Source: an optimization exercise on an open RTL-to-GDS flow (aim: small area). Production flows keep margins and buffers that such runs may drop.
Function was checked by simulation only, so behaviour that the tests miss may differ from the original.
No activity file was given, so power comes from the tool's default toggle rates.

## systolic_accum4
module systolic_accum4 #(
    parameter ARRAY_SIZE = 4,
    parameter DATA_WIDTH = 8,
    parameter ACC_WIDTH = 32
)(
    input  logic clk,
    input  logic reset,
    input  logic enable,
    input  logic [ARRAY_SIZE*DATA_WIDTH-1:0] a_in,
    input  logic [ARRAY_SIZE*DATA_WIDTH-1:0] b_in,
    input  logic accum_clear,
    input  logic accum_enable,
    output logic [ARRAY_SIZE*ARRAY_SIZE*ACC_WIDTH-1:0] accum_out,
    output logic systolic_valid,
    output logic accum_overflow
);
    logic reset_sync1, reset_sync2;
    logic systolic_valid_reg;
    logic [4:0] step_count;
    always_ff @(posedge clk) begin
        reset_sync1 <= reset;
        reset_sync2 <= reset_sync1;
        systolic_valid_reg <= reset ? 1'b0 : enable;
    end
    always_ff @(posedge clk) begin
        if (reset_sync2)
            step_count <= '0;
        else if (enable && !step_count[4])
            step_count <= step_count + 5'd1;
    end
    assign systolic_valid = systolic_valid_reg;
    wire accum_clr = reset | accum_clear;
    wire accum_go  = accum_enable & systolic_valid_reg;
    logic [15*8-1:0] a_dly [4];
    logic [15*8-1:0] b_dly [4];
    genvar k;
    generate
        for (k = 0; k < 4; k++) begin : LINE
            localparam int LEN = k + 12;
            logic [LEN*8-1:0] a_sr, b_sr;
            always_ff @(posedge clk) begin
                if (enable) begin
                    a_sr <= {a_sr[(LEN-1)*8-1:0], a_in[8*k +: 8]};
                    b_sr <= {b_sr[(LEN-1)*8-1:0], b_in[8*k +: 8]};
  ...
clock: 5.5 ns
lec_check: 0
cap_margin: 20
core_margin: 2
core_utilization: 60
cts_cluster_diameter: 100
cts_cluster_size: 25
place_density: 0.75
slew_margin: 20
synth_hierarchical: 1
synth_minimum_keep_size: 0
standard.sh (not shown) runs the stock make flow with config.mk's settings and CLKGATE_MAP_FILE= SYNTH_SCRIPT=/design/flow/synth_recipe.tcl, a recipe that flattens the netlist after the stock synthesis.
==> flow/flow/run.sh <==
#!/bin/bash
set -o pipefail
export BUFFER_PORTS_ARGS="-buffer_cell sky130_fd_sc_hd__buf_1"
export RECOVER_POWER=100
bash standard.sh > standard.log 2>&1
The starting point finished with capacitance limit, slew limit left.
Then changed:
--- a/flow/flow/run.sh
+++ b/flow/flow/run.sh
@@ -4 +3,0 @@
-export RECOVER_POWER=100
--- a/flow/config.mk
+++ b/flow/config.mk
@@ -10 +10 @@
-export CORE_UTILIZATION = 60
+export CORE_UTILIZATION = 70
@@ -13 +13 @@
-export PLACE_DENSITY = 0.75
+export PLACE_DENSITY = 0.82
Outcome: This time the run ran to the end with no violations; synthesized cell count does not change; cell count is lower by 3.0%; sequential power stays flat; setup slack got worse by 0.018 ns.

---

== before ==
systolic_accum4 again, from the RTL that the note above started with.
Settings: LEC_CHECK=0, CAP_MARGIN=20, CORE_MARGIN=2, CORE_UTILIZATION=60, CTS_CLUSTER_DIAMETER=100, CTS_CLUSTER_SIZE=25, PLACE_DENSITY=0.75, SLEW_MARGIN=20, SYNTH_HIERARCHICAL=1, SYNTH_MINIMUM_KEEP_SIZE=0; clock period 5.5 ns.
run.sh (not shown) runs the stock make flow with config.mk's settings and CLKGATE_MAP_FILE= SYNTH_SCRIPT=/design/flow/synth_recipe.tcl, a recipe that flattens the netlist after the stock synthesis.
Stock flow here: none of the scripts above is used.
before was carried through to the last stage, and its layout satisfied the timing, design-rule and antenna checks.
### before -> after
==> flow/flow/run.sh (new file) <==
#!/bin/bash
set -o pipefail
export BUFFER_PORTS_ARGS="-buffer_cell sky130_fd_sc_hd__buf_1"
bash standard.sh > standard.log 2>&1
==> flow/standard.sh (new file) <==
#!/bin/bash
# synth_recipe.tcl (not shown) runs the flow's synth.tcl, then flattens the netlist and writes it again
# the make line also repeats each setting of config.mk as NAME=value (left out here)
make -C /OpenROAD-flow-scripts/flow DESIGN_CONFIG=/design/flow/config.mk WORK_HOME=/design/flow/orfs CLKGATE_MAP_FILE= SYNTH_SCRIPT=/design/flow/synth_recipe.tcl "${@:-finish}"
removed: flow/run.sh
- The shortest clock period the worst path allows after layout of after was inferior to that of before.
- Largest net degree at the start of global routing came out lower on after than on before.
- [after vs before] non-clock buffer count: lower in after
- In the final reports, the cell area of after is smaller than that of before.
- Sum of buffers and inverters on the critical path came out exactly the same in after and before.
- The total power of the final layout of before and that of after are within noise of each other.
- Number of clock buffer instances in the layout: after and before compared, lower one is before
- Post-placement setup slack, after and before: lower on after
- Comparing before against after, there is no change at all in synthesized area per cell.
- Vias: after fewer than before

[afterwards: timing with drivers on the ports]
Ports are ideal in the flow. The routed layouts listed here were re-timed in OpenROAD. Step 1 sets driving cells, clkbuf_16 on the clock port and buf_2 on the other inputs (assumed; they add their load-dependent delay and slew). Step 2 adds t to the input delays and takes it off the output delays; t is the mean of the earliest and latest rising clock arrival at the registers after step 1. Input paths then give back, and output paths get back, about the clock's delay inside the block. a / b / c = ideal ports / drivers / drivers and shift; a / b = the first two.
run	t (ns)	slack for setup (ns)	clock arrival spread, ns
the first run of note 1	0.784	0.249 / 0.249 / -0.037	0.054 / 0.054
the second run of note 1	0.790	0.231 / 0.231 / 0.231	0.042 / 0.043
before	0.811	0.366 / 0.366 / 0.366	0.050 / 0.050
after	0.784	0.356 / 0.356 / 0.356	0.055 / 0.055
The setup slack of the first run of note 1, which loses most, moves by 0.000 ns with the drivers and by -0.286 ns with both steps.
